From an optimization exercise on the open Yosys and OpenROAD flow, aimed at small area, a short achievable clock period and few clock cycles per item; shortcuts taken in it are not production practice.
Where RTL was checked, it was by simulation tests only, not by an equivalence proof against the original.
No functional check of the RTL was part of runs 1 to 5.
Power is estimated from default activity; no workload was simulated.

--- flow/design.v ---
module riscv_base_divider (
    input           clk_i,
    input           rst_i,
    input           opcode_valid_i,
    input  [31:0]   opcode_opcode_i,
    input  [31:0]   opcode_pc_i,
    input           opcode_invalid_i,
    input  [4:0]    opcode_rd_idx_i,
    input  [4:0]    opcode_ra_idx_i,
    input  [4:0]    opcode_rb_idx_i,
    input  [31:0]   opcode_ra_operand_i,
    input  [31:0]   opcode_rb_operand_i,
    output          writeback_valid_o,
    output [31:0]   writeback_value_o
);
    wire inst_div_w  = (opcode_opcode_i & 32'hfe00707f) == 32'h2004033;
    wire inst_divu_w = (opcode_opcode_i & 32'hfe00707f) == 32'h2005033;
    wire inst_rem_w  = (opcode_opcode_i & 32'hfe00707f) == 32'h2006033;
    wire inst_remu_w = (opcode_opcode_i & 32'hfe00707f) == 32'h2007033;
    wire div_rem_inst_w = inst_div_w | inst_divu_w | inst_rem_w | inst_remu_w;
    wire valid_req_w = opcode_valid_i & div_rem_inst_w & ~opcode_invalid_i;
    localparam [1:0] S_IDLE = 2'd0, S_SETUP = 2'd1, S_ITER = 2'd2;
    reg [1:0]  state_q;
    reg        valid_q;
    reg [33:0] rem_q;      
    reg [33:0] div_q;      
    reg [31:0] quo_q;      
    reg [5:0]  cnt_q;      
    reg [5:0]  mb_q;       
    reg        is_div_q;
    reg        an_q;       
    reg        sub_q;      
    reg        bzero_q;    
    reg        inv_q;      
    function [5:0] sigbits;
        input [31:0] v;
        input        top;
        reg [31:0] y;
        reg [15:0] n1; reg [15:0] p1;
        reg [7:0]  n2; reg [15:0] p2;
        reg [3:0]  n3; reg [11:0] p3;
        reg [1:0]  n4; reg [7:0]  p4;
        integer i;
        begin
            y = v ^ {top, v[31:1]};
            for (i = 0; i < 16; i = i + 1) begin
                n1[i] = y[2*i+1] | y[2*i];
                p1[i] = y[2*i+1];
            end
            for (i = 0; i < 8; i = i + 1) begin
                n2[i] = n1[2*i+1] | n1[2*i];
                p2[2*i+:2] = n1[2*i+1] ? {1'b1, p1[2*i+1]} : {1'b0, p1[2*i]};
            end
            for (i = 0; i < 4; i = i + 1) begin
                n3[i] = n2[2*i+1] | n2[2*i];
                p3[3*i+:3] = n2[2*i+1] ? {1'b1, p2[2*(2*i+1)+:2]} : {1'b0, p2[2*(2*i)+:2]};
            end
            for (i = 0; i < 2; i = i + 1) begin
                n4[i] = n3[2*i+1] | n3[2*i];
                p4[4*i+:4] = n3[2*i+1] ? {1'b1, p3[3*(2*i+1)+:3]} : {1'b0, p3[3*(2*i)+:3]};
            end
            sigbits = {n4[1] | n4[0], n4[1] ? {1'b1, p4[7:4]} : {1'b0, p4[3:0]}};
        end
    endfunction
    wire        sgn_w   = ~opcode_opcode_i[12];
    wire        an_in_w = sgn_w & opcode_ra_operand_i[31];
    wire        bn_in_w = sgn_w & opcode_rb_operand_i[31];
    wire        sub_in_w = ~(an_in_w ^ bn_in_w);
    reg  [33:0] lowz_w;
    integer     m, e;
    always @* begin
        lowz_w = {~bn_in_w, ~opcode_rb_operand_i, 1'b1};
        for (e = 1; e < 64; e = e * 2)
            for (m = 0; m < 34; m = m + 1)
                if (m % (2*e) == 2*e-1) lowz_w[m] = lowz_w[m] & lowz_w[m-e];
        for (e = 16; e >= 1; e = e / 2)
            for (m = 0; m < 34; m = m + 1)
                if (m >= 3*e-1 && (m - (3*e-1)) % (2*e) == 0) lowz_w[m] = lowz_w[m] & lowz_w[m-e];
    end
    reg  [34:0] pg_g, pg_p;
    integer     k, d;
    always @* begin
        pg_g = {rem_q & div_q, 1'b1};
        pg_p = {rem_q ^ div_q, 1'b0};
        for (d = 1; d < 64; d = d * 2)
            for (k = 0; k < 35; k = k + 1)
                if (k % (2*d) == 2*d-1) begin
                    pg_g[k] = pg_g[k] | (pg_p[k] & pg_g[k-d]);
                    pg_p[k] = pg_p[k] & pg_p[k-d];
                end
        for (d = 16; d >= 1; d = d / 2)
            for (k = 0; k < 35; k = k + 1)
                if (k >= 3*d-1 && (k - (3*d-1)) % (2*d) == 0) begin
                    pg_g[k] = pg_g[k] | (pg_p[k] & pg_g[k-d]);
                    pg_p[k] = pg_p[k] & pg_p[k-d];
                end
    end
    wire [33:0] hp_w    = rem_q ^ div_q;
    wire [33:0] t_w     = hp_w ^ pg_g[33:0];
    wire        tzero_w = &hp_w;
    wire        acc_w   = an_q ? (t_w[33] | tzero_w) : ~t_w[33];
    wire [5:0]  s_w      = cnt_q - mb_q + {5'd0, an_q};
    reg  [33:0] dsh_w;
    integer     j;
    always @* begin
        dsh_w = div_q;
        for (j = 0; j < 6; j = j + 1)
            if (s_w[j]) dsh_w = (dsh_w << (1 << j)) | ((34'd1 << (1 << j)) - 34'd1);
    end
    wire        negq_w   = is_div_q & ~sub_q & ~bzero_q;
    wire        presub_w = acc_w & ~(is_div_q & sub_q);
    wire        last_w   = (cnt_q == 6'd0);
    always @(posedge clk_i or posedge rst_i) begin
        if (rst_i) begin
            state_q <= S_IDLE;
            valid_q <= 1'b0;
        end else begin
            valid_q <= 1'b0;
            case (state_q)
                S_IDLE:  if (valid_req_w) state_q <= S_SETUP;
                S_SETUP: if (bzero_q | ~acc_w) begin
                             state_q <= S_IDLE;
                             valid_q <= 1'b1;
                         end else
                             state_q <= S_ITER;
                default: if (last_w) begin
                             state_q <= S_IDLE;
                             valid_q <= 1'b1;
                         end
            endcase
        end
    end
    wire [5:0] ma_in_w = sigbits(opcode_ra_operand_i, an_in_w);
    wire [5:0] mb_in_w = sigbits(opcode_rb_operand_i, bn_in_w);
    always @(posedge clk_i) begin
        case (state_q)
            S_IDLE: begin
                is_div_q <= ~opcode_opcode_i[13];
                an_q     <= an_in_w;
                sub_q    <= sub_in_w;
                bzero_q  <= (opcode_rb_operand_i == 32'd0);
                rem_q    <= {{2{an_in_w}}, opcode_ra_operand_i};
                div_q    <= {{2{bn_in_w}}, opcode_rb_operand_i} ^ ({34{sub_in_w}} | lowz_w);
                cnt_q    <= {1'b0, ma_in_w[4:0]} + {5'd0, ma_in_w[5]};
                mb_q     <= {1'b0, mb_in_w[4:0]} + {5'd0, mb_in_w[5]};
            end
            S_SETUP: begin
                if (presub_w & ~bzero_q) rem_q <= t_w;
                inv_q <= negq_w;
                quo_q <= {32{bzero_q | (negq_w & acc_w)}};
                div_q <= dsh_w;
                cnt_q <= s_w;
            end
            default: begin
                if (acc_w) rem_q <= t_w;
                quo_q <= {quo_q[30:0], acc_w ^ inv_q};
                div_q <= {div_q[33], div_q[33:1]};
                cnt_q <= cnt_q - 6'd1;
            end
        endcase
    end
    assign writeback_valid_o = valid_q;
    assign writeback_value_o = is_div_q ? quo_q : rem_q[31:0];
endmodule
--- flow/flow/run.sh ---
#!/bin/bash
set -euo pipefail
export BUFFER_PORTS_ARGS="-buffer_cell sky130_fd_sc_hd__buf_1"
bash standard.sh > flow.log 2>&1
--- flow/standard.sh ---
#!/bin/bash
# synth_recipe.tcl (not shown) runs the flow's synth.tcl, then flattens the netlist and writes it again
# the make line also repeats each setting of config.mk as NAME=value (left out here)
make -C /OpenROAD-flow-scripts/flow DESIGN_CONFIG=/design/flow/config.mk WORK_HOME=/design/flow/orfs CLKGATE_MAP_FILE= SYNTH_SCRIPT=/design/flow/synth_recipe.tcl "${@:-finish}"
--- flow/config.mk ---
export PLATFORM = sky130hd
export DESIGN_NAME = riscv_base_divider
export DESIGN_NICKNAME = riscv_base_divider
export VERILOG_FILES = /design/flow/design.v
export SDC_FILE = /design/flow/constraint.sdc
export NUM_CORES = 4
export LEC_CHECK = 0
export CAP_MARGIN = 20
export CORE_MARGIN = 2
export CORE_UTILIZATION = 40
export SETUP_SLACK_MARGIN = 2.0
export SLEW_MARGIN = 20
--- flow/constraint.sdc ---
create_clock -name core_clock -period 6.0 [get_ports {clk_i}]
set_input_delay 1.2000 -clock core_clock [delete_from_list [all_inputs] [get_ports {clk_i}]]
set_output_delay 1.2000 -clock core_clock [all_outputs]
set_load 0.01 [all_outputs]
==> flow_summary_export.csv, run 1 <==
group,metric,value,unit
clock_tree,hold_buffers,0,
critical_path,worst-path-max-fanout,19,
drt,drc,0,
layout,final_cell_mix,"nand2_1 (203), buf_1 (117), a21oi_1 (109)",
global_route,gr-total-overflow,0,
floorplanning,io_pins,180,
layout,final_common_cell,"nand2_1",
sta,setup_viol,0,
logic_synthesis,synth_seq_cells,120,
critical_path,crit_arrival,4.11,ns
global_route,grt_pass1_vias,9178,
critical_path,reg2regPathDepth,13,
floorplanning,initial_core_util,40.55,%
sta,fin_crit_sh,64.20,%
logic_synthesis,synth_area_leader_cell,"edfxtp_1",
critical_path,crit_required,6.26,ns
layout,num-fill-cells,2660,
logic_synthesis,syn_inst,1333,
sta,skew,0.01498,ns
layout,drive_gt1_share,10.90,%
layout,antenna_cells,0,
critical_path,crit_path_end_kind,"register",
sta,hold_viol_final,0,
logic_synthesis,seq_area_frac_synth,29.44,%
clock_tree,clockBufferDepth,2,
flow_run,cap_violations,0,
logic_synthesis,synth_cell_type_count,74,
logic_synthesis,syn_avg_cell_area,8.176,um2
floorplanning,fp.dieArea,28580,um2
critical_path,cp_slowest_cell,"o21ai_0",
run_status,outcome,"no timing/DRC/antenna violations",
placement,numPortBuffers,117,
drt,wl_per_cell,18.31,um
critical_path,path_cells,"inv_1 > ha_1 > inv_1 > ha_2 > fa_1 > buf_6 > buf_6 > o21ai_0 > mux2i_1 > o21ai_0 > nand3_1 > a211oi_1 > a21oi_1",
layout,synthToLayoutAreaGrowth,13.40,%
pwr,p_sw_share,44.49,%
critical_path,r2r_end,"div_q[23]",
floorplanning,dieWidth,169.1,um
logic_synthesis,syn-cell-area,10900,um2
clock_tree,root_buffer,"clkbuf_16",
critical_path,reg2reg_slack,2.15,ns
hold_path,hp-class,"reg -> reg",
critical_path,r2r-start,"an_q",
logic_synthesis,synthArstFlopShare,2.500,%
logic_synthesis,ys.warnings.count,1,
pwr,power.net_switching,2.034,mW
sta,layout_min_cycle_time,3.852,ns
global_route,track_usage,22.68,%
critical_path,startpoint,"an_q",
drt,drt_pass1_iterations,6,
layout,final_util,45.98,%
pwr,combPwrFrac,54.9,%
floorplanning,placementRows,60,
drt,viasPerCell,5.608,
clock_tree,cts-buffers-inserted,17,
sta,rsz0062_at_grt,"yes",
placement,gp_congestion,0.9812,
global_route,antenna_found_initial,0,
floorplanning,die_y,169.1,um
logic_synthesis,synth_top_area_share,21.77,%
clock_tree,clock_latency,0.43,ns
drt,drtAntennaViolNets,0,
drt,wl,32450,um
global_route,grt_max_degree,82,
drt,num_vias,9937,
placement,dpl.hpwl,25130,um
logic_synthesis,synth-main-ff-cell,"edfxtp_1",
sta,finalSetupTns,0,ns
pwr,p_leak,4.992,nW
logic_synthesis,yosys-top-cells-area,"edfxtp_1 (22%), ha_1 (9.2%), nand2_1 (7.0%)",
clock_tree,clk_pin_slew,0.06,ns
pwr,intPower,2.538,mW
sta,slew_viol_final,0,
drt,first_iter_violations,748,
critical_path,crit_path_start_kind,"register",
pwr,seqPwrFrac,22.2,%
critical_path,worst-setup-path-type,"reg -> reg",
global_route,grt_pass1_wl,50510,um
critical_path,critical_path.max_stage_delay,0.55,ns
sta,max_slew_margin,33.58,%
pwr,clkPwrFrac,22.8,%
clock_tree,h-tree-depth,4,
critical_path,worstSetupEndpoint,"div_q[23]",
clock_tree,cts_sinks,120,
sta,worst_pin_slew,0.9952,ns
pwr,cellPowerDensity,369.9,nW/um2
logic_synthesis,synthesis.nets,1577,
sta,fmax,259.6,MHz
layout,nNetsFinal,1662,
sta,holdWs,0.5313,ns
floorplanning,placeableCoreArea,26880,um2
clock_tree,cts_tree,"yes",
logic_synthesis,synth_edf_count,79,
pwr,irDropWorstVdd,0.3722,mV
hold_path,hold_start,"div_q[22]",
cell usage after synthesis (11+ instances only):
cell type and instances:
o22ai_1 14, nor2b_1 17, o21ai_0 101, ha_1 80, clkbuf_1 47, nor3_1 25
nor2_1 100, edfxtp_1 79, dfxtp_1 38, buf_2 13, nand2_1 203, mux2i_1 17
o211ai_1 12, nand2_2 31, xor2_1 18, mux4_2 17, xnor2_1 46, mux2_2 25
a31oi_1 11, nand3_1 33, a211oi_1 19, fa_1 17, a21oi_1 110, inv_1 102
nand4_1 12
how the worst min path moves through the flow:
stage          depth (start not counted)  slack, ns   endpoint
2_1_floorplan                          2       0.46  div_q[29]
3_3_place_gp                           2       0.50  div_q[21]
3_5_place_dp                           2       0.52  div_q[21]
4_1_cts                                2       0.53  div_q[21]
5_1_grt                                2       0.53  div_q[21]
6_report                               2       0.53  div_q[21]
power by group through the flow:
| stage | clock network, mW | registers [mW] | logic, mW |
|---|---|---|---|
| 3_5_place_dp | 0 | 1.03 | 2.40 |
| 6_report | 1.04 | 1.02 | 2.51 |
| 4_1_cts | 1.06 | 1.01 | 2.41 |
| 3_3_place_gp | 0 | 1.03 | 2.38 |
| 5_1_grt | 1.09 | 1.02 | 2.77 |
| 2_1_floorplan | 0 | 0.995 | 1.78 |
cell type report:
type                    instances  area, um2  area share (%)
well taps                     341      426.7           3.452
flip-flops and latches        120       3211           25.98
inverters                     102      386.6           3.128
clock inverters                10      128.9           1.043
repair buffers                140      619.3           5.012
clock buffers                  22      454.2           3.675
multi-input cells            1037       7132           57.71
stage by stage:
stage	cell area [um2]	cells	worst slack, ns	total power [mW]
2_1_floorplan	10950	1333	1.136	2.773
3_3_place_gp	11710	1738	1.705	3.413
3_5_place_dp	11710	1738	1.617	3.429
4_1_cts	12290	1770	2.057	4.482
5_1_grt	12360	1772	1.947	4.883
6_report	12360	1772	2.148	4.572
logic make-up after synthesis:
logic type | Yosys count | synth area share (%)
compound gates | 340 | 18.92
xor+xnor | 64 | 5.144
fa+ha+maj | 97 | 12.31
buf+inv | 176 | 6.487
flops | 120 | 29.44
mux | 59 | 7.658
simple gates | 477 | 20.05
sequential cells by signal (all words and copies together), names as in the netlist:
name	cells
div_q	34
rem_q	34
quo_q	32
cnt_q	6
mb_q	6
state_q	2
an_q	1
bzero_q	1
inv_q	1
is_div_q	1
sub_q	1
valid_q	1
critical path: cells and delay by family (launching register included):
family | cells | cell delay, ns
DFF | 1 | 0.43
muxes | 1 | 0.33
and+or+nand+nor | 1 | 0.09
buffers and inverters | 4 | 0.52
adders and majority gates | 3 | 0.95
AOI/OAI and AO/OA | 4 | 1.37
per-layer routing:
layer,vias to the layer above,part of all wire (%),GRT usage [%]
li1,4900,-,-
met1,4676,47,32.08
met2,319,46,36.01
met3,42,4.8,2.969
met4,0,2.4,7.395
met5,-,0,0
repair_timing:
action,in CTS,in global routing
gates resized for setup,0,10
setup buffers,0,2
endpoints found under the setup margin,0,14
==> run 2, diff against run 1 <==
--- a/flow/design.v
+++ b/flow/design.v
@@ -118,5 +118,8 @@
             valid_q <= 1'b0;
             case (state_q)
-                S_IDLE:  if (valid_req_w) state_q <= S_SETUP;
+                S_IDLE:  if (valid_req_w) begin
+                             if (early_w) valid_q <= 1'b1;
+                             else         state_q <= S_SETUP;
+                         end
                 S_SETUP: if (bzero_q | ~acc_w) begin
                              state_q <= S_IDLE;
@@ -133,7 +136,12 @@
     wire [5:0] ma_in_w = sigbits(opcode_ra_operand_i, an_in_w);
     wire [5:0] mb_in_w = sigbits(opcode_rb_operand_i, bn_in_w);
+    wire       lt0_w   = ma_in_w[4:0] < mb_in_w[4:0];
+    wire       lt1_w   = {1'b0, ma_in_w[4:0]} + 6'd1 < {1'b0, mb_in_w[4:0]};
+    wire       early_w = mb_in_w[5] & (ma_in_w[5] ? (an_in_w ? lt1_w : lt0_w)
+                                                  : (~an_in_w | (mb_in_w[4:0] != 5'd0)));
     always @(posedge clk_i) begin
         case (state_q)
             S_IDLE: begin
+                quo_q    <= 32'd0;
                 is_div_q <= ~opcode_opcode_i[13];
                 an_q     <= an_in_w;
==> flow/run.sh (new file) <==
#!/bin/bash
# synth_recipe.tcl (not shown) runs the flow's synth.tcl, then flattens the netlist and writes it again
# the make line also repeats each setting of config.mk as NAME=value (left out here)
make -C /OpenROAD-flow-scripts/flow DESIGN_CONFIG=/design/flow/config.mk WORK_HOME=/design/flow/orfs CLKGATE_MAP_FILE= SYNTH_SCRIPT=/design/flow/synth_recipe.tcl finish
removed: flow/flow/run.sh
removed: flow/standard.sh
==> flow_summary_export.csv, run 2 <==
group,metric,value,unit
run_status,outcome,"no timing/DRC/antenna violations",
logic_synthesis,yosysMostFrequentCell,"nand2_1",
floorplanning,placeableCoreArea,26800,um2
critical_path,path_common_cell,"o21ai_1",
critical_path,path_cells,"clkdlybuf4s50_1 > inv_2 > ha_4 > nor4_4 > nand4_1 > buf_4 > o2111ai_2 > inv_1 > ha_1 > o41ai_2 > o21ai_1 > nand2_1 > a31o_1 > o21ai_1 > a22o_1",
logic_synthesis,synth_cell_type_count,84,
logic_synthesis,synth_area_leader_cell,"edfxtp_1",
global_route,track_usage,25.66,%
sta,fin_crit_sh,65.96,%
critical_path,critical_path.max_stage_delay,0.55,ns
clock_tree,h-tree-depth,4,
drt,first_iter_violations,961,
layout,num-fill-cells,2521,
logic_synthesis,syn_inst,1312,
layout,finalNonFillerCells,1795,
drt,wl_per_cell,20.53,um
floorplanning,io_pins,180,
pwr,cellPowerDensity,332.2,nW/um2
layout,synthToLayoutAreaGrowth,26.88,%
logic_synthesis,synth_edf_count,47,
placement,dpl.hpwl,27790,um
drt,drt_pass1_iterations,5,
layout,multi_input_area,7879,um2
critical_path,crit_family,"compound AO/OA/AOI/OAI gates",
pwr,power,4.565,mW
layout,antenna_cells,0,
global_route,busiest_layer,"met2",
floorplanning,fp.dieArea,28410,um2
drt,drc,0,
global_route,grt.met2_usage,40.20,%
layout,regArea,2889,um2
logic_synthesis,yosys-top-cells-area,"edfxtp_1 (13%), dfxtp_1 (13%), ha_1 (10%)",
floorplanning,initial_core_util,40.42,%
logic_synthesis,seq_area_frac_synth,26.66,%
clock_tree,clk_pin_slew,0.07,ns
global_route,grt_pass1_vias,9755,
logic_synthesis,synthArstFlopShare,2.500,%
global_route,antenna_found_initial,0,
global_route,grt_max_degree,93,
critical_path,cp_slowest_cell,"clkdlybuf4s50_1",
placement,placed_cell_area,12400,um2
logic_synthesis,syn-cell-area,10830,um2
sta,skew,0.01363,ns
sta,hold_viol_final,0,
floorplanning,dieWidth,168.6,um
global_route,grt_use_met3,3.040,%
layout,top_regs,"div_q: 34 flops, rem_q: 34 flops, quo_q: 32 flops",
sta,slew_viol_final,0,
logic_synthesis,synth_seq_cells,120,
global_route,grt_pass1_wl,56400,um
pwr,p_leak,5.917,nW
sta,fmax,252.7,MHz
layout,final_common_cell,"nand2_1",
logic_synthesis,ys.warnings.count,1,
logic_synthesis,syn_avg_cell_area,8.256,um2
sta,setup_viol,0,
drt,viasPerCell,5.814,
critical_path,worst-path-max-fanout,5,
drt,drtAntennaViolNets,0,
hold_path,hp-class,"reg -> reg",
placement,numPortBuffers,117,
clock_tree,cts-buffers-inserted,17,
layout,fin_area,13740,um2
logic_synthesis,synthesis.nets,1564,
critical_path,crit_path_end_kind,"register",
sta,layout_min_cycle_time,3.957,ns
logic_synthesis,synth_commonest_cells,"nand2_1 (218), inv_1 (95), nor2_1 (93), ha_1 (88), a21oi_1 (74)",
clock_tree,cts_tree,"yes",
critical_path,worst-setup-path-type,"in -> reg",
drt,num_vias,10437,
pwr,irDropWorstVdd,0.3461,mV
global_route,gr-total-overflow,0,
sta,rsz0062_at_grt,"yes",
critical_path,crit_required,6.31,ns
clock_tree,hold_buffers,0,
clock_tree,cts_sinks,120,
drt,wl,36850,um
placement,gp_congestion,0.9490,
logic_synthesis,synth-main-ff-cell,"dfxtp_1",
clock_tree,clock_latency,0.43,ns
sta,max_slew_margin,35.95,%
layout,final_cell_mix,"nand2_1 (218), nor2_1 (91), inv_1 (87)",
critical_path,crit_path_start_kind,"primary input",
floorplanning,placementRows,60,
layout,drive_gt1_share,16.85,%
layout,nNetsFinal,1693,
global_route,met1_usage,37.10,%
critical_path,crit_arrival,4.27,ns
logic_synthesis,synth_top_area_share,13.03,%
placement,place_inst,1727,
sta,finalSetupTns,0,ns
floorplanning,die_y,168.6,um
flow_run,cap_violations,0,
critical_path,crit_buf_inv,4,
clock_tree,root_buffer,"clkbuf_16",
sta,worst_pin_slew,0.9608,ns
clock_tree,clockBufferDepth,2,
run 2: cell count changes in the layout (fill, tap and decap cells not counted), sizes merged, moves of 9 or more:
cell and change:
a21oi -38, clkdlybuf4s50 +81, dlymetal6s2s +12, buf -77
nor3 -9, nand2 -16, a21o +10, mux2i +16
dfxtp +32, o21ai -17, edfxtp -32
run 2: layout make-up:
class | count | share of cell area, %
clock buffer | 17 | 3.095
clock inverter | 15 | 1.256
inverter | 96 | 2.658
multi-input combinational | 1030 | 57.33
sequential | 120 | 21.02
tap | 341 | 3.105
timing repair buffer | 176 | 11.53
run 2: through the flow:
stage	util [%]	hold WS [ns]	setup slack, ns
final	51.28	0.4395	2.043
after global placement	46.25	0.4247	1.045
after global routing	51.28	0.4480	1.906
after detailed placement	46.25	0.4307	1.030
after CTS	49.22	0.4406	1.947
after floorplan	-	0.4183	1.989
run 2: worst paths after layout:
check / startpoint / endpoint / slack [ns] / cells past startpoint
setup / recovery: opcode_rb_operand_i[26] / state_q[0] / 2.04 / 15
hold / removal: quo_q[14] / quo_q[15] / 0.44 / 2
setup reg to reg: an_q / div_q[23] / 2.35 / 12
hold reg to reg: quo_q[14] / quo_q[15] / 0.44 / 2
max in group asynchronous: rst_i / state_q[1] / 4.88 / 2
min in group asynchronous: rst_i / valid_q / 0.96 / 2
run 2: worst min-delay path: stages (launching register included):
cell and delay [ns]:
dfxtp_1 0.31, nand2_1 0.05, nand2_1 0.04
run 2: cells by family after synthesis:
group	count (synthesis)	share of synthesized area, %
XOR/XNOR	69	5.579
adder cells (fa/ha/maj)	105	13.31
multiplexers	80	9.599
buffers and inverters	162	5.937
AND/OR/NAND/NOR	446	18.85
flip-flops	120	26.66
AO/OA/AOI/OAI	330	20.06
run 2: what timing repair did:
action,4_1_cts,5_1_grt
hold endpoints to repair,0,0
pin swaps,12,25
buffers inserted,14,22
resized for setup,49,116
endpoints found under the setup margin,23,11
run 2: per-layer routing:
metal,share of wire [%],routed length (um),up-vias
li1,-,-,4991
met1,46,17080,4977
met2,45,16740,415
met3,5.8,2149,54
met4,2.4,877,0
met5,0,0,-
run 2: power by group:
group          switching [mW]  total, mW  internal [mW]
sequential             0.0859      0.990          0.904
clock                   0.470       1.07          0.598
combinational            1.52       2.51          0.986
total                    2.08       4.57           2.49
==> run 3, diff against run 2 <==
==> flow/flow/run.sh (new file) <==
#!/bin/bash
set -euo pipefail
export BUFFER_PORTS_ARGS="-buffer_cell sky130_fd_sc_hd__buf_2"
bash standard.sh > flow.log 2>&1
==> flow/standard.sh (new file) <==
#!/bin/bash
# synth_recipe.tcl (not shown) runs the flow's synth.tcl, then flattens the netlist and writes it again
# the make line also repeats each setting of config.mk as NAME=value (left out here)
make -C /OpenROAD-flow-scripts/flow DESIGN_CONFIG=/design/flow/config.mk WORK_HOME=/design/flow/orfs CLKGATE_MAP_FILE= SYNTH_SCRIPT=/design/flow/synth_recipe.tcl "${@:-finish}"
removed: flow/run.sh
==> flow_summary_export.csv, run 3 <==
group,metric,value,unit
floorplanning,initial_core_util,40.42,%
drt,drtAntennaViolNets,0,
sta,slew_viol_final,0,
sta,fin_crit_sh,66.01,%
critical_path,r2r_end,"div_q[22]",
critical_path,crit_path_end_kind,"register",
global_route,grt_pass1_wl,53590,um
layout,final_common_cell,"nand2_1",
clock_tree,clockBufferDepth,2,
floorplanning,die_y,168.6,um
pwr,power.net_switching,2.004,mW
clock_tree,h-tree-depth,4,
placement,place_inst,1722,
drt,drt_pass1_iterations,8,
pwr,clkPwrFrac,23.7,%
sta,rsz0062_at_grt,"yes",
logic_synthesis,synth_top_area_share,13.03,%
logic_synthesis,yosys-top-cells-area,"edfxtp_1 (13%), dfxtp_1 (13%), ha_1 (10%)",
drt,wl_per_cell,19.88,um
pwr,seqPwrFrac,22.8,%
sta,skew,0.01321,ns
critical_path,reg2reg_slack,2.16,ns
pwr,irDropWorstVdd,0.2911,mV
logic_synthesis,synth-main-ff-cell,"dfxtp_1",
clock_tree,clock_latency,0.44,ns
pwr,p_sw_share,45.72,%
sta,fmax,252.5,MHz
placement,dp_slack,1.414,ns
critical_path,worst-path-max-fanout,6,
logic_synthesis,synth_edf_count,47,
floorplanning,fp.dieArea,28410,um2
floorplanning,placementRows,60,
drt,wl,35090,um
sta,layout_setup_ws,2.040,ns
layout,synthToLayoutAreaGrowth,16.22,%
sta,layout_min_cycle_time,3.960,ns
critical_path,r2r-start,"an_q",
logic_synthesis,ys.warnings.count,1,
placement,placed_cell_area,11770,um2
critical_path,worstSetupEndpoint,"valid_q",
layout,nNetsFinal,1663,
placement,dpl.hpwl,26770,um
flow_run,cap_violations,0,
logic_synthesis,synthesis.nets,1564,
layout,final_cell_mix,"nand2_1 (218), buf_2 (114), inv_1 (95)",
pwr,combPwrFrac,53.5,%
sta,worst_pin_slew,0.7446,ns
pwr,cellPowerDensity,348.2,nW/um2
critical_path,crit_arrival,4.26,ns
logic_synthesis,syn_avg_cell_area,8.256,um2
critical_path,startpoint,"opcode_ra_operand_i[10]",
sta,finalSetupTns,0,ns
pwr,power,4.383,mW
sta,max_slew_margin,49.08,%
clock_tree,root_buffer,"clkbuf_16",
placement,numPortBuffers,117,
hold_path,hp-class,"reg -> reg",
logic_synthesis,synthArstFlopShare,2.500,%
critical_path,reg2regPathDepth,11,
layout,top_regs,"div_q: 34 flops, rem_q: 34 flops, quo_q: 32 flops",
logic_synthesis,syn-cell-area,10830,um2
drt,viasPerCell,5.820,
critical_path,crit_required,6.30,ns
critical_path,worst-setup-path-type,"in -> reg",
clock_tree,clk_pin_slew,0.07,ns
logic_synthesis,synth_area_leader_cell,"edfxtp_1",
global_route,grt_pass1_vias,9432,
layout,num-fill-cells,2595,
logic_synthesis,synth_cell_type_count,84,
drt,num_vias,10272,
layout,fin_area,12590,um2
clock_tree,cts-buffers-inserted,17,
run_status,outcome,"no timing/DRC/antenna violations",
global_route,antenna_found_initial,0,
logic_synthesis,syn_inst,1312,
sta,hold_viol_final,0,
floorplanning,placeableCoreArea,26800,um2
critical_path,crit_path_start_kind,"primary input",
floorplanning,io_pins,180,
drt,first_iter_violations,1124,
layout,drive_gt1_share,19.03,%
global_route,track_usage,24.44,%
global_route,grt_max_degree,70,
pwr,intPower,2.379,mW
sta,setup_viol,0,
floorplanning,dieWidth,168.6,um
drt,drc,0,
clock_tree,cts_sinks,120,
logic_synthesis,synth_commonest_cells,"nand2_1 (218), inv_1 (95), nor2_1 (93), ha_1 (88), a21oi_1 (74)",
logic_synthesis,seq_area_frac_synth,26.66,%
clock_tree,cts_tree,"yes",
global_route,gr-total-overflow,0,
logic_synthesis,synth_seq_cells,120,
layout,finalNonFillerCells,1765,
layout,antenna_cells,0,
placement,gp_congestion,0.9592,
pwr,p_leak,5.655,nW
logic_synthesis,yosysMostFrequentCell,"nand2_1",
run 3: cell counts after synthesis:
Identical to the previous run, type by type.
run 3: worst max-delay path, stage by stage:
cell and delay, ns:
buf_6 0.11, or4_4 0.54, o22ai_4 0.16, and2b_4 0.19, a221oi_2 0.06, o221ai_2 0.21, a21o_1 0.23, ha_2 0.22
nand3_2 0.08, xnor2_2 0.16, ha_1 0.30, o41ai_2 0.07, o21ai_1 0.14, nand2_1 0.07, a31o_1 0.20, o211ai_1 0.21
o211ai_1 0.12
run 3: repair_timing:
item,CTS,global route
buffers inserted,4,7
hold buffers,0,0
endpoints found under the setup margin,11,29
pin swaps,5,18
gates resized for setup,5,22
run 3: cell type report:
class                   instances  area (um2)  share of cell area, %
inverters                      96       362.8                  2.882
well taps                     341       426.7                  3.389
multi-input cells            1030        7491                  59.51
flip-flops and latches        120        2889                  22.95
clock inverters                14       142.6                  1.133
clock buffers                  18       450.4                  3.578
repair buffers                146       825.8                  6.560
run 3: logic make-up after synthesis:
kind of cell / Yosys count / share of synthesized area, %
AO/OA/AOI/OAI: 330 / 20.06
XOR/XNOR: 69 / 5.579
flip-flops: 120 / 26.66
multiplexers: 80 / 9.599
AND/OR/NAND/NOR: 446 / 18.85
adder cells (fa/ha/maj): 105 / 13.31
buffers and inverters: 162 / 5.937
run 3: through the flow:
stage                     util (%)  hold slack, ns
final                        46.97          0.4332
after global routing         46.97          0.4501
after global placement       43.93          0.4221
after detailed placement     43.93          0.4286
after CTS                    46.34          0.4388
after floorplan                  -          0.4183
run 3: worst min path at each step:
stage                          from         to  cells after the start
after floorplan           quo_q[13]  quo_q[14]                      2
after global placement     quo_q[4]   quo_q[5]                      2
after detailed placement  quo_q[14]  quo_q[15]                      2
after CTS                 quo_q[20]  quo_q[21]                      2
after global routing      quo_q[20]  quo_q[21]                      2
final                     quo_q[20]  quo_q[21]                      2
run 3: routing by layer:
metal  track usage (%)  part of all wire (%)  wire [um]
met5                 0                     0          0
met4             9.370                   3.4       1189
met3             3.484                   6.9       2437
met2             37.43                    44      15470
met1             34.93                    46      15990
run 3: power groups by stage:
stage / logic, mW / clock network, mW / registers (mW)
after detailed placement: 2.24 / 0 / 1.01
after CTS: 2.28 / 1.05 / 0.995
after floorplan: 1.66 / 0 / 0.964
after global placement: 2.23 / 0 / 1.01
final: 2.35 / 1.04 / 0.997
after global routing: 2.55 / 1.09 / 1.00
==> run 4, diff against run 3 <==
--- a/flow/design.v
+++ b/flow/design.v
@@ -23,6 +23,6 @@
     reg [1:0]  state_q;
     reg        valid_q;
-    reg [33:0] rem_q;      
-    reg [33:0] div_q;      
+    reg [32:0] rem_q;      
+    reg [32:0] div_q;      
     reg [31:0] quo_q;      
     reg [5:0]  cnt_q;      
@@ -67,16 +67,16 @@
     wire        bn_in_w = sgn_w & opcode_rb_operand_i[31];
     wire        sub_in_w = ~(an_in_w ^ bn_in_w);
-    reg  [33:0] lowz_w;
+    reg  [32:0] lowz_w;
     integer     m, e;
     always @* begin
-        lowz_w = {~bn_in_w, ~opcode_rb_operand_i, 1'b1};
+        lowz_w = {~opcode_rb_operand_i, 1'b1};
         for (e = 1; e < 64; e = e * 2)
-            for (m = 0; m < 34; m = m + 1)
+            for (m = 0; m < 33; m = m + 1)
                 if (m % (2*e) == 2*e-1) lowz_w[m] = lowz_w[m] & lowz_w[m-e];
         for (e = 16; e >= 1; e = e / 2)
-            for (m = 0; m < 34; m = m + 1)
+            for (m = 0; m < 33; m = m + 1)
                 if (m >= 3*e-1 && (m - (3*e-1)) % (2*e) == 0) lowz_w[m] = lowz_w[m] & lowz_w[m-e];
     end
-    reg  [34:0] pg_g, pg_p;
+    reg  [33:0] pg_g, pg_p;
     integer     k, d;
     always @* begin
@@ -84,5 +84,5 @@
         pg_p = {rem_q ^ div_q, 1'b0};
         for (d = 1; d < 64; d = d * 2)
-            for (k = 0; k < 35; k = k + 1)
+            for (k = 0; k < 34; k = k + 1)
                 if (k % (2*d) == 2*d-1) begin
                     pg_g[k] = pg_g[k] | (pg_p[k] & pg_g[k-d]);
@@ -90,5 +90,5 @@
                 end
         for (d = 16; d >= 1; d = d / 2)
-            for (k = 0; k < 35; k = k + 1)
+            for (k = 0; k < 34; k = k + 1)
                 if (k >= 3*d-1 && (k - (3*d-1)) % (2*d) == 0) begin
                     pg_g[k] = pg_g[k] | (pg_p[k] & pg_g[k-d]);
@@ -96,15 +96,15 @@
                 end
     end
-    wire [33:0] hp_w    = rem_q ^ div_q;
-    wire [33:0] t_w     = hp_w ^ pg_g[33:0];
+    wire [32:0] hp_w    = rem_q ^ div_q;
+    wire [32:0] t_w     = hp_w ^ pg_g[32:0];
     wire        tzero_w = &hp_w;
-    wire        acc_w   = an_q ? (t_w[33] | tzero_w) : ~t_w[33];
+    wire        acc_w   = an_q ? (t_w[32] | tzero_w) : ~t_w[32];
     wire [5:0]  s_w      = cnt_q - mb_q + {5'd0, an_q};
-    reg  [33:0] dsh_w;
+    reg  [32:0] dsh_w;
     integer     j;
     always @* begin
         dsh_w = div_q;
         for (j = 0; j < 6; j = j + 1)
-            if (s_w[j]) dsh_w = (dsh_w << (1 << j)) | ((34'd1 << (1 << j)) - 34'd1);
+            if (s_w[j]) dsh_w = (dsh_w << (1 << j)) | ((33'd1 << (1 << j)) - 33'd1);
     end
     wire        negq_w   = is_div_q & ~sub_q & ~bzero_q;
@@ -122,5 +122,5 @@
                              else         state_q <= S_SETUP;
                          end
-                S_SETUP: if (bzero_q | ~acc_w) begin
+                S_SETUP: if (bzero_q | ~acc_w | tzero_w) begin
                              state_q <= S_IDLE;
                              valid_q <= 1'b1;
@@ -148,6 +148,6 @@
                 sub_q    <= sub_in_w;
                 bzero_q  <= (opcode_rb_operand_i == 32'd0);
-                rem_q    <= {{2{an_in_w}}, opcode_ra_operand_i};
-                div_q    <= {{2{bn_in_w}}, opcode_rb_operand_i} ^ ({34{sub_in_w}} | lowz_w);
+                rem_q    <= {an_in_w, opcode_ra_operand_i};
+                div_q    <= {bn_in_w, opcode_rb_operand_i} ^ ({33{sub_in_w}} | lowz_w);
                 cnt_q    <= {1'b0, ma_in_w[4:0]} + {5'd0, ma_in_w[5]};
                 mb_q     <= {1'b0, mb_in_w[4:0]} + {5'd0, mb_in_w[5]};
@@ -156,5 +156,6 @@
                 if (presub_w & ~bzero_q) rem_q <= t_w;
                 inv_q <= negq_w;
-                quo_q <= {32{bzero_q | (negq_w & acc_w)}};
+                quo_q <= {{31{bzero_q | (negq_w & acc_w)}},
+                          bzero_q | (negq_w & acc_w) | (tzero_w & is_div_q & sub_q)};
                 div_q <= dsh_w;
                 cnt_q <= s_w;
@@ -163,5 +164,5 @@
                 if (acc_w) rem_q <= t_w;
                 quo_q <= {quo_q[30:0], acc_w ^ inv_q};
-                div_q <= {div_q[33], div_q[33:1]};
+                div_q <= {div_q[32], div_q[32:1]};
                 cnt_q <= cnt_q - 6'd1;
             end
==> flow/flow/run.sh (replaced) <==
#!/bin/bash
set -euo pipefail
export BUFFER_PORTS_ARGS="-buffer_cell sky130_fd_sc_hd__buf_1"
bash standard.sh > flow.log 2>&1
==> flow_summary_export.csv, run 4 <==
group,metric,value,unit
global_route,grt_pass1_wl,54050,um
floorplanning,placeableCoreArea,25910,um2
placement,dpl.hpwl,26650,um
drt,wl_per_cell,20.41,um
layout,num-fill-cells,2518,
pwr,cellPowerDensity,332.8,nW/um2
global_route,track_usage,24.92,%
drt,viasPerCell,5.846,
hold_path,hold_start,"quo_q[14]",
sta,skew,0.01326,ns
placement,gp_congestion,0.9657,
hold_path,hold_end,"quo_q[15]",
critical_path,r2r-start,"div_q[5]",
critical_path,crit_path_start_kind,"primary input",
logic_synthesis,yosys-top-cells-area,"dfxtp_1 (13%), edfxtp_1 (13%), ha_1 (10%)",
pwr,p_sw_share,43.25,%
pwr,seqPwrFrac,23.7,%
logic_synthesis,synth_commonest_cells,"nand2_1 (188), nor2_1 (95), inv_1 (93), a21oi_1 (88), ha_1 (87)",
logic_synthesis,syn_avg_cell_area,8.324,um2
layout,final_cell_mix,"nand2_1 (187), buf_1 (112), nor2_1 (95)",
hold_path,worstHoldPathCells,2,
sta,slew_viol_final,0,
pwr,irDropWorstVdd,0.2233,mV
flow_run,cap_violations,0,
pwr,combPwrFrac,53.0,%
pwr,intPower,2.326,mW
logic_synthesis,syn_inst,1261,
pwr,power.net_switching,1.773,mW
logic_synthesis,synthesis.nets,1512,
global_route,antenna_found_initial,0,
logic_synthesis,ys.warnings.count,1,
layout,final_util,47.54,%
global_route,grt_pass1_vias,9523,
sta,worst_pin_slew,0.9352,ns
clock_tree,root_buffer,"clkbuf_16",
clock_tree,cts_sinks,118,
clock_tree,clk_pin_slew,0.05,ns
sta,layout_min_cycle_time,4.266,ns
drt,wl,35250,um
sta,finalSetupTns,0,ns
layout,nNetsFinal,1632,
logic_synthesis,syn-cell-area,10500,um2
critical_path,crit_path_end_kind,"register",
drt,num_vias,10096,
sta,fin_crit_sh,71.10,%
pwr,p_leak,5.210,nW
critical_path,r2r_end,"rem_q[26]",
logic_synthesis,yosysMostFrequentCell,"nand2_1",
logic_synthesis,synth_cell_type_count,84,
critical_path,reg2regPathDepth,16,
logic_synthesis,synth_top_area_share,13.16,%
layout,synthToLayoutAreaGrowth,17.36,%
floorplanning,die_y,166.0,um
sta,fmax,234.4,MHz
layout,final_common_cell,"nand2_1",
drt,drt_pass1_iterations,6,
global_route,gr-total-overflow,0,
drt,drtAntennaViolNets,0,
logic_synthesis,synth_area_leader_cell,"dfxtp_1",
global_route,grt_max_degree,83,
logic_synthesis,synth-main-ff-cell,"dfxtp_1",
logic_synthesis,synthArstFlopShare,2.542,%
logic_synthesis,synth_seq_cells,118,
clock_tree,cts-buffers-inserted,17,
sta,hold_viol_final,0,
floorplanning,fp.dieArea,27550,um2
clock_tree,h-tree-depth,4,
clock_tree,clock_latency,0.43,ns
placement,numPortBuffers,117,
logic_synthesis,seq_area_frac_synth,27.04,%
clock_tree,hold_buffers,0,
hold_path,hp-class,"reg -> reg",
floorplanning,dieWidth,166.0,um
layout,top_regs,"div_q: 33 flops, rem_q: 33 flops, quo_q: 32 flops",
floorplanning,io_pins,180,
drt,first_iter_violations,952,
clock_tree,cts_tree,"yes",
sta,setup_viol,0,
floorplanning,placementRows,59,
sta,max_slew_margin,37.65,%
clock_tree,clockBufferDepth,2,
drt,drc,0,
critical_path,crit_arrival,4.57,ns
floorplanning,initial_core_util,40.51,%
layout,antenna_cells,0,
critical_path,worst-path-max-fanout,3,
logic_synthesis,synth_edf_count,46,
run_status,outcome,"no timing/DRC/antenna violations",
critical_path,worst-setup-path-type,"in -> reg",
critical_path,reg2reg_slack,2.13,ns
sta,rsz0062_at_grt,"yes",
critical_path,crit_required,6.31,ns
pwr,clkPwrFrac,23.3,%
layout,drive_gt1_share,13.07,%
-- run 4: changes by cell type in the layout (fill, tap and decap cells not counted), sizes merged, moves of 5 or more --
cell,previous run,this run
mux4,16,21
nand2,218,188
nor4,8,13
o21bai,7,2
and3,2,9
or2,1,6
mux2i,33,22
o22ai,18,23
a21oi,75,88
o211ai,17,12
buf,145,162
o21ai,93,79
inv,107,93
nand2b,12,5
-- run 4: power by group through the flow --
| stage | Clock (mW) | Combinational [mW] | Sequential [mW] |
|---|---|---|---|
| after floorplan | 0 | 1.51 | 0.949 |
| after CTS | 0.964 | 2.08 | 0.971 |
| after detailed placement | 0 | 2.02 | 0.988 |
| after global routing | 1.00 | 2.35 | 0.979 |
| final | 0.954 | 2.17 | 0.972 |
| after global placement | 0 | 2.00 | 0.986 |
-- run 4: timing repair --
action                                  in CTS  in global routing
endpoints found under the hold margin        0                  0
gates cloned                                 2                  0
resized for setup                           38                 21
pin swaps                                   13                 15
buffers inserted                            16                 10
endpoints found under the setup margin      71                 73
-- run 4: logic make-up (layout without fill, tap and decap cells) --
family          after synthesis  after routing  share of synthesized area, %
compound gates              320            321                         19.37
xor+xnor                     67             67                         5.591
fa+ha+maj                   104            104                         13.61
buf+inv                     156            286                         5.984
flops                       118            118                         27.04
mux                          71             71                         9.608
simple gates                425            425                         18.80
-- run 4: layout make-up --
cell class | count | area, um2 | share of cell area (%)
multi-input cells | 988 | 7298 | 59.25
clock inverters | 9 | 80.08 | 0.6501
inverters | 94 | 352.8 | 2.864
well taps | 335 | 419.2 | 3.403
repair buffers | 162 | 864.6 | 7.019
flip-flops and latches | 118 | 2843 | 23.08
clock buffers | 21 | 460.4 | 3.738
-- run 4: critical path, cell delays in order --
cell and delay, ns:
buf_8 0.10, or4_1 0.50, o22a_1 0.23, or4_1 0.50, a31oi_1 0.19, or3_4 0.18
ha_4 0.17, a31oi_4 0.08, a21oi_2 0.12, ha_1 0.26, a221oi_2 0.30, a21oi_1 0.11
o41a_1 0.33, a41oi_2 0.21, o21ai_1 0.08
-- run 4: per-stage QoR --
stage               cell area [um2]  hold slack [ns]  std cells  setup WS [ns]  power [mW]
CTS                           12150           0.4416       1717          1.725       4.016
finish                        12320           0.4372       1727          1.734       4.099
detailed placement            11300           0.4329       1669         0.8079       3.008
global route                  12320           0.4617       1727          1.546       4.331
global placement              11300           0.4214       1669         0.9775       2.989
floorplan                     10550           0.4180       1261          1.643       2.459
-- run 4: worst max path at each step --
stage	endpoint	startpoint	cells after the start
after floorplan	valid_q	opcode_ra_operand_i[12]	17
after global placement	valid_q	opcode_rb_operand_i[31]	15
after detailed placement	valid_q	opcode_rb_operand_i[31]	15
after CTS	valid_q	opcode_ra_operand_i[12]	15
after global routing	state_q[0]	opcode_ra_operand_i[12]	15
final	state_q[0]	opcode_ra_operand_i[12]	15
-- run 4: per-layer routing --
layer / part of all wire (%) / vias up / GRT usage (%) / routed length, um
li1: - / 4804 / - / -
met1: 45 / 4899 / 35.01 / 16030
met2: 47 / 351 / 40.34 / 16480
met3: 5.7 / 42 / 3.384 / 2015
met4: 2.0 / 0 / 6.767 / 721
met5: 0 / - / 0 / 0
==> run 5, diff against run 4 <==
--- a/flow/design.v
+++ b/flow/design.v
@@ -32,5 +32,4 @@
     reg        sub_q;      
     reg        bzero_q;    
-    reg        inv_q;      
     function [5:0] sigbits;
         input [31:0] v;
@@ -155,5 +154,4 @@
             S_SETUP: begin
                 if (presub_w & ~bzero_q) rem_q <= t_w;
-                inv_q <= negq_w;
                 quo_q <= {{31{bzero_q | (negq_w & acc_w)}},
                           bzero_q | (negq_w & acc_w) | (tzero_w & is_div_q & sub_q)};
@@ -163,5 +161,5 @@
             default: begin
                 if (acc_w) rem_q <= t_w;
-                quo_q <= {quo_q[30:0], acc_w ^ inv_q};
+                quo_q <= {quo_q[30:0], acc_w ^ negq_w};
                 div_q <= {div_q[32], div_q[32:1]};
                 cnt_q <= cnt_q - 6'd1;
--- a/flow/config.mk
+++ b/flow/config.mk
@@ -9,4 +9,4 @@
 export CORE_MARGIN = 2
 export CORE_UTILIZATION = 40
-export SETUP_SLACK_MARGIN = 2.0
+export SETUP_SLACK_MARGIN = 2.4
 export SLEW_MARGIN = 20
==> flow_summary_export.csv, run 5 <==
group,metric,value,unit
sta,skew,0.01627,ns
layout,drive_gt1_share,20.91,%
sta,slew_viol_final,0,
layout,num-fill-cells,2402,
global_route,grt_pass1_vias,9731,
logic_synthesis,seq_area_frac_synth,26.73,%
global_route,gr-total-overflow,0,
layout,top_regs,"div_q: 33 flops, rem_q: 33 flops, quo_q: 32 flops",
drt,wl_per_cell,21.00,um
sta,rsz0062_at_grt,"yes",
layout,multi_input_area,7908,um2
layout,final_common_cell,"nand2_1",
critical_path,crit_family,"simple AND/OR/NAND/NOR gates",
logic_synthesis,synth_edf_count,45,
logic_synthesis,synth-main-ff-cell,"dfxtp_1",
floorplanning,placementRows,59,
clock_tree,hold_buffers,0,
flow_run,cap_violations,0,
critical_path,crit_cells,15,
logic_synthesis,synth_area_leader_cell,"dfxtp_1",
pwr,p_sw_share,45.03,%
sta,layout_setup_ws,1.879,ns
sta,fin_crit_sh,68.69,%
clock_tree,cts-buffers-inserted,17,
sta,setup_viol,0,
critical_path,r2r_end,"quo_q[18]",
critical_path,reg2reg_slack,1.89,ns
pwr,clkPwrFrac,23.1,%
logic_synthesis,synth_commonest_cells,"nand2_1 (151), inv_1 (90), ha_1 (88), nor2_1 (85), dfxtp_1 (69)",
logic_synthesis,syn-cell-area,10500,um2
layout,regArea,2823,um2
pwr,intPower,2.404,mW
critical_path,path_cells,"clkbuf_2 > or4_4 > o22ai_1 > and4_2 > a41oi_4 > nand3b_1 > xnor2_1 > ha_1 > a21o_1 > nand2_1 > nand3b_1 > buf_4 > a41oi_4 > nor3_2 > a221o_1",
global_route,grt_pass1_wl,55400,um
layout,fin_area,13330,um2
sta,worst_pin_slew,0.9767,ns
layout,nNetsFinal,1650,
pwr,seqPwrFrac,22.2,%
logic_synthesis,yosysMostFrequentCell,"nand2_1",
floorplanning,placeableCoreArea,25910,um2
clock_tree,cts_tree,"yes",
pwr,p_leak,5.659,nW
pwr,power,4.373,mW
sta,layout_min_cycle_time,4.121,ns
pwr,power.net_switching,1.969,mW
placement,placed_cell_area,11430,um2
placement,dp_slack,1.112,ns
critical_path,worstSetupEndpoint,"state_q[0]",
floorplanning,initial_core_util,40.54,%
clock_tree,clock_latency,0.43,ns
global_route,track_usage,25.48,%
critical_path,worst-path-max-fanout,7,
floorplanning,io_pins,180,
drt,num_vias,10286,
clock_tree,h-tree-depth,4,
pwr,cellPowerDensity,328.1,nW/um2
logic_synthesis,syn_avg_cell_area,8.450,um2
floorplanning,die_y,166.1,um
critical_path,crit_path_end_kind,"register",
sta,fmax,242.6,MHz
hold_path,hp-class,"reg -> reg",
pwr,combPwrFrac,54.7,%
sta,max_slew_margin,34.89,%
logic_synthesis,synthArstFlopShare,2.564,%
layout,synthToLayoutAreaGrowth,26.90,%
logic_synthesis,ys.warnings.count,1,
logic_synthesis,yosys-top-cells-area,"dfxtp_1 (13%), edfxtp_1 (13%), ha_1 (10%)",
drt,first_iter_violations,955,
sta,holdWs,0.4457,ns
clock_tree,cts_sinks,117,
clock_tree,clockBufferDepth,2,
sta,finalSetupTns,0,ns
critical_path,crit_path_start_kind,"primary input",
critical_path,critical_path.max_stage_delay,0.57,ns
placement,gp_congestion,0.9121,
drt,wl,36660,um
critical_path,r2r-start,"rem_q[3]",
run_status,outcome,"no timing/DRC/antenna violations",
logic_synthesis,syn_inst,1243,
critical_path,crit_arrival,4.43,ns
drt,drtAntennaViolNets,0,
floorplanning,dieWidth,166.1,um
logic_synthesis,synth_seq_cells,117,
logic_synthesis,synthesis.nets,1495,
floorplanning,fp.dieArea,27570,um2
layout,antenna_cells,0,
clock_tree,clk_pin_slew,0.07,ns
critical_path,reg2regPathDepth,19,
drt,drc,0,
pwr,irDropWorstVdd,0.2562,mV
global_route,antenna_found_initial,0,
critical_path,cp_slowest_cell,"or4_4",
layout,final_cell_mix,"nand2_1 (146), buf_1 (96), inv_1 (89)",
placement,dpl.hpwl,27000,um
placement,numPortBuffers,117,
drt,drt_pass1_iterations,5,
critical_path,startpoint,"opcode_ra_operand_i[27]",
drt,viasPerCell,5.891,
clock_tree,root_buffer,"clkbuf_16",
logic_synthesis,synth_top_area_share,13.15,%
sta,hold_viol_final,0,
critical_path,crit_required,6.31,ns
logic_synthesis,synth_cell_type_count,84,
critical_path,worst-setup-path-type,"in -> reg",
critical_path,crit_buf_inv,2,
global_route,grt_max_degree,86,
-- run 5: cell types whose count changed after synthesis, moves of 6 or more --
| cell | previous run | this run |
|---|---|---|
| mux4_2 | 21 | 14 |
| o21ai_0 | 75 | 57 |
| a211oi_1 | 16 | 8 |
| o21ai_1 | 3 | 19 |
| o31ai_1 | 4 | 10 |
| a21oi_1 | 88 | 67 |
| nand3_1 | 31 | 24 |
| clkbuf_1 | 48 | 54 |
| nor2_1 | 95 | 85 |
| nor2b_1 | 9 | 18 |
| nand2_1 | 188 | 151 |
| a21o_1 | 20 | 52 |
| o211ai_1 | 12 | 22 |
-- run 5: worst min path at each step --
stage               from  depth (start not counted)   endpoint
5_1_grt        quo_q[11]                          1  quo_q[12]
3_5_place_dp   quo_q[11]                          1  quo_q[12]
4_1_cts        quo_q[11]                          1  quo_q[12]
6_report       quo_q[11]                          1  quo_q[12]
2_1_floorplan   quo_q[9]                          1  quo_q[10]
3_3_place_gp   quo_q[11]                          1  quo_q[12]
-- run 5: repair_timing --
action,CTS,global route
pin swaps,32,23
gates resized for setup,85,74
gates cloned,5,3
hold endpoints to repair,0,0
endpoints found under the setup margin,89,91
setup buffers,41,19
-- run 5: kinds of logic after synthesis --
kind of cell,share of synthesized area (%)
AO/OA/AOI/OAI,22.51
XOR/XNOR,5.587
adder cells (fa/ha/maj),13.72
buffers and inverters,5.741
flip-flops,26.73
multiplexers,8.791
AND/OR/NAND/NOR,16.91
-- run 5: through the flow --
stage | instances | util, %
finish | 1746 | 51.44
global route | 1746 | 51.44
CTS | 1724 | 49.46
detailed placement | 1646 | 44.10
global placement | 1646 | 44.10
floorplan | 1243 | -
-- run 5: power by group through the flow --
stage                     Clock, mW  Sequential, mW  Combinational (mW)
after floorplan                   0           0.942                1.54
after global placement            0           0.983                2.04
after detailed placement          0           0.985                2.05
after CTS                      1.02           0.970                2.19
after global routing           1.05           0.978                2.56
final                          1.01           0.973                2.39
-- run 5: area by class of cell --
type                            instances  area share, %
Clock buffer                           18          3.379
Clock inverter                         14         0.9387
Inverter                               92          2.619
Multi-Input combinational cell        974          59.33
Sequential cell                       117          21.18
Tap cell                              335          3.145
Timing Repair Buffer                  196          9.415
-- run 5: metal layers --
metal / global-route usage [%] / routed length (um) / part of all wire [%]
met4: 7.675 / 960 / 2.6
met2: 41.15 / 17080 / 47
met3: 3.885 / 2307 / 6.3
met5: 0 / 0 / 0
met1: 35.29 / 16320 / 45
==> run 6, diff against run 5 <==
--- a/flow/design.v
+++ b/flow/design.v
@@ -99,5 +99,5 @@
     wire        tzero_w = &hp_w;
     wire        acc_w   = an_q ? (t_w[32] | tzero_w) : ~t_w[32];
-    wire [5:0]  s_w      = cnt_q - mb_q + {5'd0, an_q};
+    wire [5:0]  s_w      = cnt_q - mb_q;
     reg  [32:0] dsh_w;
     integer     j;
@@ -110,4 +110,6 @@
     wire        presub_w = acc_w & ~(is_div_q & sub_q);
     wire        last_w   = (cnt_q == 6'd0);
+    wire       early_w = (state_q == S_SETUP) & (cnt_q < mb_q);
+    wire       idle_w  = (state_q == S_IDLE) | early_w;
     always @(posedge clk_i or posedge rst_i) begin
         if (rst_i) begin
@@ -117,9 +119,8 @@
             valid_q <= 1'b0;
             case (state_q)
-                S_IDLE:  if (valid_req_w) begin
-                             if (early_w) valid_q <= 1'b1;
-                             else         state_q <= S_SETUP;
-                         end
-                S_SETUP: if (bzero_q | ~acc_w | tzero_w) begin
+                S_IDLE:  if (valid_req_w) state_q <= S_SETUP;
+                S_SETUP: if (early_w) begin
+                             if (!valid_req_w) state_q <= S_IDLE;
+                         end else if (bzero_q | ~acc_w | tzero_w) begin
                              state_q <= S_IDLE;
                              valid_q <= 1'b1;
@@ -135,11 +136,7 @@
     wire [5:0] ma_in_w = sigbits(opcode_ra_operand_i, an_in_w);
     wire [5:0] mb_in_w = sigbits(opcode_rb_operand_i, bn_in_w);
-    wire       lt0_w   = ma_in_w[4:0] < mb_in_w[4:0];
-    wire       lt1_w   = {1'b0, ma_in_w[4:0]} + 6'd1 < {1'b0, mb_in_w[4:0]};
-    wire       early_w = mb_in_w[5] & (ma_in_w[5] ? (an_in_w ? lt1_w : lt0_w)
-                                                  : (~an_in_w | (mb_in_w[4:0] != 5'd0)));
     always @(posedge clk_i) begin
-        case (state_q)
-            S_IDLE: begin
+        case ({idle_w, state_q})
+            {1'b1, S_IDLE}, {1'b1, S_SETUP}: begin
                 quo_q    <= 32'd0;
                 is_div_q <= ~opcode_opcode_i[13];
@@ -149,8 +146,8 @@
                 rem_q    <= {an_in_w, opcode_ra_operand_i};
                 div_q    <= {bn_in_w, opcode_rb_operand_i} ^ ({33{sub_in_w}} | lowz_w);
-                cnt_q    <= {1'b0, ma_in_w[4:0]} + {5'd0, ma_in_w[5]};
+                cnt_q    <= {1'b0, ma_in_w[4:0]} + {5'd0, ma_in_w[5]} + {5'd0, an_in_w};
                 mb_q     <= {1'b0, mb_in_w[4:0]} + {5'd0, mb_in_w[5]};
             end
-            S_SETUP: begin
+            {1'b0, S_SETUP}: begin
                 if (presub_w & ~bzero_q) rem_q <= t_w;
                 quo_q <= {{31{bzero_q | (negq_w & acc_w)}},
@@ -167,5 +164,5 @@
         endcase
     end
-    assign writeback_valid_o = valid_q;
+    assign writeback_valid_o = valid_q | early_w;
     assign writeback_value_o = is_div_q ? quo_q : rem_q[31:0];
 endmodule
==> flow_summary_export.csv, run 6 <==
group,metric,value,unit
sta,layout_setup_ws,2.424,ns
global_route,grt_pass1_vias,9114,
floorplanning,initial_core_util,40.81,%
logic_synthesis,synth_commonest_cells,"nand2_1 (117), a21oi_1 (93), nor2_1 (84), ha_1 (75), inv_1 (73)",
layout,num-fill-cells,2384,
placement,placed_cell_area,11190,um2
clock_tree,cts_sinks,117,
layout,multi_input_area,7222,um2
global_route,antenna_found_initial,0,
logic_synthesis,seq_area_frac_synth,27.32,%
placement,dpl.hpwl,25960,um
floorplanning,dieWidth,164.3,um
layout,final_common_cell,"nand2_1",
layout,finalNonFillerCells,1641,
sta,layout_min_cycle_time,3.576,ns
drt,wl_per_cell,21.38,um
logic_synthesis,synth_edf_count,45,
floorplanning,io_pins,180,
critical_path,crit_arrival,3.72,ns
critical_path,r2r-start,"rem_q[8]",
sta,slew_viol_final,0,
sta,max_slew_margin,35.81,%
drt,viasPerCell,5.951,
sta,setup_viol,0,
sta,finalSetupTns,0,ns
logic_synthesis,synth_top_area_share,13.44,%
sta,worst_pin_slew,0.9542,ns
logic_synthesis,synth-main-ff-cell,"dfxtp_1",
critical_path,crit_required,6.14,ns
layout,fin_area,12230,um2
logic_synthesis,yosysMostFrequentCell,"nand2_1",
drt,num_vias,9765,
drt,drc,0,
pwr,clkPwrFrac,25.1,%
critical_path,crit_path_end_kind,"register",
global_route,met1_usage,35.65,%
clock_tree,cts_tree,"yes",
global_route,track_usage,25.67,%
floorplanning,placeableCoreArea,25180,um2
layout,nNetsFinal,1538,
floorplanning,placementRows,58,
layout,top_regs,"div_q: 33 flops, rem_q: 33 flops, quo_q: 32 flops",
pwr,seqPwrFrac,24.0,%
logic_synthesis,synthArstFlopShare,2.564,%
logic_synthesis,yosys-top-cells-area,"dfxtp_1 (13%), edfxtp_1 (13%), ha_1 (9.1%)",
pwr,combPwrFrac,50.9,%
placement,numPortBuffers,117,
logic_synthesis,synth_cell_type_count,79,
drt,drt_pass1_iterations,5,
logic_synthesis,synth_area_leader_cell,"dfxtp_1",
global_route,grt_use_met3,5.025,%
clock_tree,cts-buffers-inserted,17,
sta,skew,0.008324,ns
pwr,p_sw_share,42.66,%
run_status,outcome,"no timing/DRC/antenna violations",
drt,wl,35090,um
global_route,grt_max_degree,69,
pwr,p_leak,5.313,nW
critical_path,crit_path_start_kind,"register",
logic_synthesis,syn-cell-area,10280,um2
sta,rsz0062_at_grt,"yes",
clock_tree,hold_buffers,0,
placement,place_inst,1585,
placement,dp_slack,1.641,ns
layout,antenna_cells,0,
layout,synthToLayoutAreaGrowth,19.01,%
logic_synthesis,syn_avg_cell_area,8.665,um2
logic_synthesis,synthesis.nets,1426,
clock_tree,root_buffer,"clkbuf_16",
pwr,irDropWorstVdd,0.2012,mV
clock_tree,clock_latency,0.43,ns
layout,regArea,2820,um2
clock_tree,clockBufferDepth,2,
drt,first_iter_violations,990,
sta,fin_crit_sh,59.60,%
global_route,busiest_layer,"met2",
critical_path,startpoint,"rem_q[8]",
global_route,grt_pass1_wl,52040,um
clock_tree,clk_pin_slew,0.06,ns
logic_synthesis,synth_seq_cells,117,
logic_synthesis,syn_inst,1186,
layout,drive_gt1_share,15.33,%
drt,drtAntennaViolNets,0,
pwr,cellPowerDensity,331.1,nW/um2
clock_tree,h-tree-depth,4,
logic_synthesis,ys.warnings.count,1,
layout,final_cell_mix,"nand2_1 (116), buf_1 (112), a21oi_1 (87)",
global_route,gr-total-overflow,0,
sta,hold_viol_final,0,
hold_path,hp-class,"reg -> reg",
pwr,intPower,2.322,mW
floorplanning,die_y,164.3,um
flow_run,cap_violations,0,
critical_path,worst-path-max-fanout,8,
sta,fmax,279.7,MHz
critical_path,worst-setup-path-type,"reg -> reg",
placement,gp_congestion,0.9719,
floorplanning,fp.dieArea,26990,um2
pwr,power.net_switching,1.727,mW
global_route,grt.met2_usage,39.44,%
hold_path,hold_start,"quo_q[4]",
-- run 6: changes by cell type in the layout (fill, tap and decap cells not counted), sizes merged, moves of 15 or more --
| cell | before | now |
|---|---|---|
| nand2 | 155 | 118 |
| buf | 186 | 150 |
| a21oi | 67 | 93 |
| o21ai | 76 | 53 |
| mux2i | 27 | 47 |
| inv | 101 | 83 |
| o211ai | 22 | 7 |
-- run 6: critical path, stage by stage (launching register included) --
cell	delay [ns]
edfxtp_1	0.43
ha_4	0.29
a21o_1	0.18
a21o_1	0.17
a21oi_1	0.23
o21a_1	0.18
o31ai_4	0.09
a21oi_2	0.21
o21ai_2	0.08
fa_2	0.36
xnor2_2	0.17
nand3_1	0.09
o21a_1	0.20
o21ai_2	0.09
a21boi_4	0.19
buf_6	0.17
clkbuf_16	0.17
-- run 6: final timing paths --
path                                    to  slack [ns]  cells past startpoint
worst min-delay path              quo_q[5]        0.45                      1
worst min register to register    quo_q[5]        0.45                      1
worst max register to register   rem_q[16]        2.42                     16
min in group asynchronous          valid_q        0.60                      2
worst max-delay path             rem_q[16]        2.42                     16
max in group asynchronous       state_q[1]        5.26                      2
-- run 6: cell type report --
| class | count | area share, % |
|---|---|---|
| Inverter | 76 | 2.435 |
| Timing Repair Buffer | 157 | 7.356 |
| Tap cell | 330 | 3.376 |
| Sequential cell | 117 | 23.06 |
| Clock buffer | 18 | 3.591 |
| Clock inverter | 14 | 1.125 |
| Multi-Input combinational cell | 929 | 59.05 |
-- run 6: timing repair --
action	in CTS	in global routing
setup buffers	11	7
gates cloned	2	4
resized for setup	29	17
pin swaps	3	5
endpoints found under the setup margin	83	78
-- run 6: cells by family after synthesis --
| kind of cell | share of synthesized area [%] |
|---|---|
| adders and majority gates | 12.64 |
| DFF | 27.32 |
| muxes | 11.81 |
| AOI/OAI and AO/OA | 22.18 |
| buffers and inverters | 5.503 |
| and+or+nand+nor | 15.34 |
| xor gates and xnor gates | 5.199 |
-- run 6: per-stage QoR --
stage	util, %	power, mW	hold slack [ns]
floorplan	-	2.428	0.4249
global placement	44.45	2.898	0.4303
detailed placement	44.45	2.907	0.4360
CTS	47.68	3.976	0.4488
global route	48.56	4.252	0.4606
finish	48.56	4.049	0.4494
-- run 6: routing by layer --
| metal | part of all wire [%] | routed length (um) | vias to the layer above |
|---|---|---|---|
| met1 | 45 | 15660 | 4666 |
| met3 | 7.7 | 2692 | 77 |
| met2 | 44 | 15570 | 424 |
| li1 | - | - | 4598 |
| met5 | 0 | 0 | - |
| met4 | 3.3 | 1164 | 0 |
-- run 6: power groups by stage --
stage                     clock network (mW)  logic, mW  registers, mW
final                                   1.02       2.06          0.973
after global routing                    1.06       2.21          0.980
after CTS                               1.03       1.98          0.972
after detailed placement                   0       1.92          0.988
after global placement                     0       1.91          0.987
after floorplan                            0       1.48          0.946
Testbench counts of run 6, summed over its fixed seeds: cycles 23,427, divs 3,200.

static timing again, ports no longer ideal:
How much do the figures lean on ideal ports? The routed layouts below were timed once more, with nothing changed but the port constraints.
Step 1 assumes that a clkbuf_16 drives the clock port and a buf_2 every other input.
Step 2 also shifts input and output timing later by t, the mid clock arrival at the registers, as if the neighbouring blocks saw the same clock.
Slacks: no drivers / after step 1 / after step 2; pairs: no drivers / after step 1.
run	shift t [ns]	setup slack, ns	hold WS [ns]	cell pins on the clock port's net
run 1	0.462	2.148 / 2.148 / 1.793	0.531 / 0.531 / 0.531	1
run 2	0.472	2.043 / 2.066 / 1.594	0.439 / 0.439 / 0.439	1
run 3	0.475	2.040 / 2.053 / 1.577	0.433 / 0.433 / 0.433	1
run 4	0.466	1.734 / 1.739 / 1.274	0.437 / 0.437 / 0.437	1
run 5	0.461	1.879 / 1.889 / 1.429	0.446 / 0.446 / 0.446	1
run 6	0.468	2.424 / 2.424 / 2.026	0.449 / 0.449 / 0.449	1
After both steps setup and hold are still met in every run listed. The setup slack of run 3, which loses most, moves by +0.013 ns with the drivers and by -0.463 ns with both steps.
